This is an optimization exercise on Yosys and OpenROAD, whose aim is small area, not a production implementation.
The RTL was checked by simulation tests, not by an equivalence proof against the original design.
Power figures rest on the tool's default switching activity, not on a simulated workload.

## sync_fifo
module sync_fifo
  #
  (
   parameter WIDTH = 32,
   parameter DEPTH = 8,
   parameter DLOG2 = 3,
   parameter AFULL = 3
   )
  (
   input  [WIDTH-1:0]     data,
   input                  wrreq,
   input                  rdreq,
   input                  clock,
   input                  aclr,
   output reg [WIDTH-1:0] q,
   output                 full,
   output                 empty,
   output reg [DLOG2-1:0] usedw,
   output                 almost_full
   );
Size in the first run: about 410 cells after synthesis, ~74 I/O pins, ~8800 µm² of cells after synthesis.
==> flow/config.mk <==
export PLATFORM = sky130hd
export DESIGN_NAME = sync_fifo
export DESIGN_NICKNAME = sync_fifo
export VERILOG_FILES = /design/flow/design.v
export SDC_FILE = /design/flow/constraint.sdc
export NUM_CORES = 4
export LEC_CHECK = 0
export CAP_MARGIN = 20
export CORE_MARGIN = 2
export CORE_UTILIZATION = 40
export SLEW_MARGIN = 20
==> flow/constraint.sdc <==
create_clock -name core_clock -period 5.0 [get_ports {clock}]
set_input_delay 1.0000 -clock core_clock [delete_from_list [all_inputs] [get_ports {clock}]]
set_output_delay 1.0000 -clock core_clock [all_outputs]
set_load 0.01 [all_outputs]
standard.sh (not shown) runs the stock make flow with config.mk's settings and CLKGATE_MAP_FILE= SYNTH_SCRIPT=/design/flow/synth_recipe.tcl, a recipe that flattens the netlist after the stock synthesis.
==> flow/flow/run.sh <==
#!/bin/bash
# Layout flow: the standard ORFS layout (standard.sh) with these changes:
#  - synthesis maps the combinational logic with an area-only ABC script
#    (flow/abc_area.script, via flow/synth_area.tcl); registers are mapped
#    by the standard synthesis steps, before ABC, so they are unchanged;
#  - ports are buffered with the smallest buffer (buf_1);
#  - the clock tree is built from clkbuf_4 without dummy loads.
# Each make run writes its output to a log of its own here; ORFS keeps its
# per-step logs under orfs/logs.
set -euo pipefail
work=$(pwd)
export FLOW_ABC_SCRIPT=$work/flow/abc_area.script
export FLOW_STD_SYNTH=$work/synth_recipe.tcl
vars=(
  "SYNTH_SCRIPT=$work/flow/synth_area.tcl"
  "BUFFER_PORTS_ARGS=-buffer_cell sky130_fd_sc_hd__buf_1"
  "CTS_ARGS=-sink_clustering_enable -repair_clock_nets -dont_use_dummy_load -buf_list {sky130_fd_sc_hd__clkbuf_4} -sink_clustering_size 11 -sink_clustering_max_diameter 45"
  "CORE_UTILIZATION=60"
  "PLACE_DENSITY=0.75"
)
bash standard.sh "${vars[@]}" synth > "$work/synth.log" 2>&1
bash standard.sh "${vars[@]}" finish > "$work/layout.log" 2>&1
==> flow/flow/abc_area.script <==
&get -n
&st
&dch
&nf -a
&put
==> flow/flow/synth_area.tcl <==
# The standard flow's synthesis (synth_recipe.tcl) with one change: the ABC call that maps
# the combinational logic uses an area-only script (flow/abc_area.script)
# instead of ORFS's delay-driven one. Registers are mapped before ABC runs,
# so they come out as in the standard synthesis.
proc abc {args} {
  set i [lsearch -exact $args -script]
  if { $i >= 0 && ![string match *retime* [lindex $args [expr {$i + 1}]]] } {
    lset args [expr {$i + 1}] $::env(FLOW_ABC_SCRIPT)
  }
  foreach opt {-D -constr} {
    set j [lsearch -exact $args $opt]
    if { $j >= 0 } { set args [lreplace $args $j [expr {$j + 1}]] }
  }
  yosys abc {*}$args
}
source $::env(FLOW_STD_SYNTH)
Rerun with:
--- a/flow/flow/run.sh
+++ b/flow/flow/run.sh
@@ -16,5 +16,3 @@
   "BUFFER_PORTS_ARGS=-buffer_cell sky130_fd_sc_hd__buf_1"
-  "CTS_ARGS=-sink_clustering_enable -repair_clock_nets -dont_use_dummy_load -buf_list {sky130_fd_sc_hd__clkbuf_4} -sink_clustering_size 11 -sink_clustering_max_diameter 45"
-  "CORE_UTILIZATION=60"
-  "PLACE_DENSITY=0.75"
+  "CTS_ARGS=-sink_clustering_enable -repair_clock_nets -dont_use_dummy_load -buf_list {sky130_fd_sc_hd__clkbuf_4} -sink_clustering_size 10 -sink_clustering_max_diameter 40"
 )
=> The changed run went through all stages and came out clean. Global-route usage went down by 6.0 points. Area after synthesis stays the same. Power increases by a few percent. Die area goes up by well over a third. Via count stays flat. Hold slack loses 0.021 ns.
Rerun with:
--- a/flow/flow/run.sh
+++ b/flow/flow/run.sh
@@ -17,2 +17,4 @@
   "CTS_ARGS=-sink_clustering_enable -repair_clock_nets -dont_use_dummy_load -buf_list {sky130_fd_sc_hd__clkbuf_4} -sink_clustering_size 10 -sink_clustering_max_diameter 40"
+  "CORE_UTILIZATION=75"
+  "PLACE_DENSITY=0.88"
 )
- cell area came out lower by 1.7%
- via count increases by 3.1%
- total power falls by 1.7%
- worst setup slack degrades by 0.11 ns
- sequential power is about the same
- first-iteration DRC count went up by 6.5%
- wire length went down by 6.5%
- synthesized cell count is unchanged
- synthesized area does not change
- die area came out lower by 46%
- maximum frequency goes down by 4.0%


The RTL this note starts from:
==> flow/design.v <==
`timescale 1ns / 10ps
module sync_fifo
  #
  (
   parameter WIDTH = 32,
   parameter DEPTH = 8,
   parameter DLOG2 = 3,
   parameter AFULL = 3
   )
  (
   input  [WIDTH-1:0]     data,
   input                  wrreq,
   input                  rdreq,
   input                  clock,
   input                  aclr,
   output reg [WIDTH-1:0] q,
   output                 full,
   output                 empty,
   output reg [DLOG2-1:0] usedw,
   output                 almost_full
   );
  localparam NWORDS = DEPTH - 1;
  reg [WIDTH-1:0]         mem [NWORDS-1:0];
  integer                 k;
  always @(posedge clock)
    if (wrreq) begin
      mem[0] <= data;
      for (k = 1; k < NWORDS; k = k + 1)
        mem[k] <= mem[k-1];
    end
  wire            cnt_en = wrreq ^ rdreq;
  wire            cnt_dn = rdreq;
  wire [DLOG2-1:0] tgl;
  genvar g;
  assign tgl[0] = cnt_en;
  generate for (g = 1; g < DLOG2; g = g + 1) begin : g_tgl
    assign tgl[g] = tgl[g-1] & (usedw[g-1] ^ cnt_dn);
  end endgenerate
  wire [NWORDS-1:0] sel;
  generate for (g = 0; g < NWORDS; g = g + 1) begin : g_sel
    assign sel[g] = rdreq & (usedw == g + 1);
  end endgenerate
  wire hold = ~rdreq;
  wire [WIDTH-1:0] t0 = ~((mem[0] & {WIDTH{sel[0]}}) | (mem[1] & {WIDTH{sel[1]}}) | (mem[2] & {WIDTH{sel[2]}}));
  wire [WIDTH-1:0] t1 = ~((mem[3] & {WIDTH{sel[3]}}) | (mem[4] & {WIDTH{sel[4]}}) | (mem[5] & {WIDTH{sel[5]}}));
  wire [WIDTH-1:0] t2 = ~((mem[6] & {WIDTH{sel[6]}}) | (q & {WIDTH{hold}}));
  wire [WIDTH-1:0] q_nxt = ~(t0 & t1 & t2);
  always @(posedge clock, posedge aclr)
    if (aclr) begin
      usedw <= 'b0;
      q     <= 'b0;
    end else begin
      usedw <= usedw ^ tgl;
      q     <= q_nxt;
    end
  assign full = &usedw;
  assign empty = ~|usedw;
  assign almost_full = usedw > AFULL;
endmodule  
==> flow/config.mk <==
export PLATFORM = sky130hd
export DESIGN_NAME = sync_fifo
export DESIGN_NICKNAME = sync_fifo
export VERILOG_FILES = /design/flow/design.v
export SDC_FILE = /design/flow/constraint.sdc
export NUM_CORES = 4
export LEC_CHECK = 0
export CAP_MARGIN = 20
export CORE_MARGIN = 2
export CORE_UTILIZATION = 40
export SLEW_MARGIN = 20
==> flow/constraint.sdc <==
create_clock -name core_clock -period 5.0 [get_ports {clock}]
set_input_delay 1.0000 -clock core_clock [delete_from_list [all_inputs] [get_ports {clock}]]
set_output_delay 1.0000 -clock core_clock [all_outputs]
set_load 0.01 [all_outputs]
==> flow/flow/run.sh <==
#!/bin/bash
# Layout flow: the standard ORFS layout (standard.sh) with these changes:
#  - synthesis maps the combinational logic with an area-only ABC script
#    (flow/abc_area.script, via flow/synth_area.tcl); registers are mapped
#    by the standard synthesis steps, before ABC, so they are unchanged;
#  - ports are buffered with the smallest buffer (buf_1);
#  - the clock tree is built from clkbuf_4 without dummy loads.
# Each make run writes its output to a log of its own here; ORFS keeps its
# per-step logs under orfs/logs.
set -euo pipefail
work=$(pwd)
export FLOW_ABC_SCRIPT=$work/flow/abc_area.script
export FLOW_STD_SYNTH=$work/synth_recipe.tcl
vars=(
  "SYNTH_SCRIPT=$work/flow/synth_area.tcl"
  "BUFFER_PORTS_ARGS=-buffer_cell sky130_fd_sc_hd__buf_1"
  "CTS_ARGS=-sink_clustering_enable -repair_clock_nets -dont_use_dummy_load -buf_list {sky130_fd_sc_hd__clkbuf_4} -sink_clustering_size 10 -sink_clustering_max_diameter 40"
  "CORE_UTILIZATION=60"
  "PLACE_DENSITY=0.75"
  "GPL_TIMING_DRIVEN=0"
)
bash standard.sh "${vars[@]}" synth > "$work/synth.log" 2>&1
bash standard.sh "${vars[@]}" finish > "$work/layout.log" 2>&1
Scripts as last shown in full above: flow/flow/abc_area.script, flow/flow/synth_area.tcl
The starting point produced a clean layout.
Change:
--- a/flow/flow/run.sh
+++ b/flow/flow/run.sh
@@ -18,3 +18,2 @@
-  "CORE_UTILIZATION=60"
-  "PLACE_DENSITY=0.75"
-  "GPL_TIMING_DRIVEN=0"
+  "CORE_UTILIZATION=50"
+  "PLACE_DENSITY=0.65"
=>
- The changed run completed without violations
- critical path depth does not change
- final cell count went up by 4.3%
- cell area went down by 1.7%
- area after synthesis is unchanged
- worst setup slack is better by 0.078 ns
- clock-buffer cell count went up by 5
- routed wire length went up by 3.4%
- first-iteration DRC count went up by 13%
- die area went up by 19%
- via count went down by 0.49%
Change:
--- a/flow/flow/run.sh
+++ b/flow/flow/run.sh
@@ -7 +7 @@
-#  - the clock tree is built from clkbuf_4 without dummy loads.
+#  - the clock tree is built from clkbuf_4/clkbuf_8 without dummy loads.
@@ -17,3 +17 @@
-  "CTS_ARGS=-sink_clustering_enable -repair_clock_nets -dont_use_dummy_load -buf_list {sky130_fd_sc_hd__clkbuf_4} -sink_clustering_size 10 -sink_clustering_max_diameter 40"
-  "CORE_UTILIZATION=50"
-  "PLACE_DENSITY=0.65"
+  "CTS_ARGS=-sink_clustering_enable -repair_clock_nets -dont_use_dummy_load -buf_list {sky130_fd_sc_hd__clkbuf_4 sky130_fd_sc_hd__clkbuf_8} -sink_clustering_size 16 -sink_clustering_max_diameter 50"
After rerunning: Final area came out higher by 1.4%; power increases by 2.6%; routed wire length came out higher by 4.1%; worst hold slack improves by 0.013 ns; count of clock-buffer cells in the layout goes down by 11; core utilization went down by 11 points; clock skew drops by 0.044 ns; area after synthesis stays the same.
Change:
--- a/flow/flow/run.sh
+++ b/flow/flow/run.sh
@@ -7 +7 @@
-#  - the clock tree is built from clkbuf_4/clkbuf_8 without dummy loads.
+#  - the clock tree is built from clkbuf_4 without dummy loads.
@@ -17 +17,3 @@
-  "CTS_ARGS=-sink_clustering_enable -repair_clock_nets -dont_use_dummy_load -buf_list {sky130_fd_sc_hd__clkbuf_4 sky130_fd_sc_hd__clkbuf_8} -sink_clustering_size 16 -sink_clustering_max_diameter 50"
+  "CTS_ARGS=-sink_clustering_enable -repair_clock_nets -dont_use_dummy_load -buf_list {sky130_fd_sc_hd__clkbuf_4} -sink_clustering_size 10 -sink_clustering_max_diameter 40"
+  "CORE_UTILIZATION=60"
+  "PLACE_DENSITY=0.75"
After rerunning: The changed run went through all stages and came out clean. Global-route usage is higher by 6.4 points. Power is lower by 4.1%. Die area is lower by 33%. Worst setup slack loses 0.11 ns. Synthesized area does not change.
Change:
--- a/flow/flow/run.sh
+++ b/flow/flow/run.sh
@@ -19,0 +20,2 @@
+  "CAP_MARGIN=5"
+  "SLEW_MARGIN=5"
After rerunning:
- The changed run finished clean
- setup slack stays the same
- register-to-register slack hardly moves
- clock-buffer cell count does not change
- clock skew is unchanged
- power stays the same
- die area stays the same
- final area does not change
- utilization stays the same
- global-route usage is unchanged
- sequential power is about the same

-- separate check: timing with driven ports --
Ports are ideal in the flow. The routed layouts listed here were re-timed in OpenROAD.
Step 1 assumes that a clkbuf_16 drives the clock port and a buf_2 every other input.
Step 2 also shifts input and output timing later by t, the mid clock arrival at the registers, as if the neighbouring blocks saw the same clock.
a / b / c = ideal / step 1 / step 2; a / b = the first two.
run	t (ns)	setup slack, ns	hold slack, ns	clock arrival spread, ns
the first run of note 1	0.665	2.356 / 2.321 / 2.078	0.420 / 0.420 / 0.420	0.045 / 0.045
the second run of note 1	0.621	2.367 / 2.335 / 1.913	0.400 / 0.400 / 0.400	0.050 / 0.049
the third run of note 1	0.625	2.257 / 2.268 / 1.642	0.391 / 0.391 / 0.391	0.087 / 0.087
the first run of note 2	0.641	2.329 / 2.294 / 1.791	0.245 / 0.233 / 0.409	0.041 / 0.041
the second run of note 2	0.627	2.407 / 2.373 / 1.920	0.416 / 0.416 / 0.416	0.073 / 0.073
the third run of note 2	0.555	2.446 / 2.434 / 1.892	0.428 / 0.428 / 0.428	0.032 / 0.031
the fourth run of note 2	0.680	2.335 / 2.298 / 2.120	0.447 / 0.447 / 0.447	0.018 / 0.018
the fifth run of note 2	0.680	2.335 / 2.298 / 2.120	0.447 / 0.447 / 0.447	0.018 / 0.018
After both steps every run listed still meets setup and hold. For the third run of note 1, which loses most, drivers alone change the setup slack by +0.011 ns; drivers and shift together by -0.615 ns.
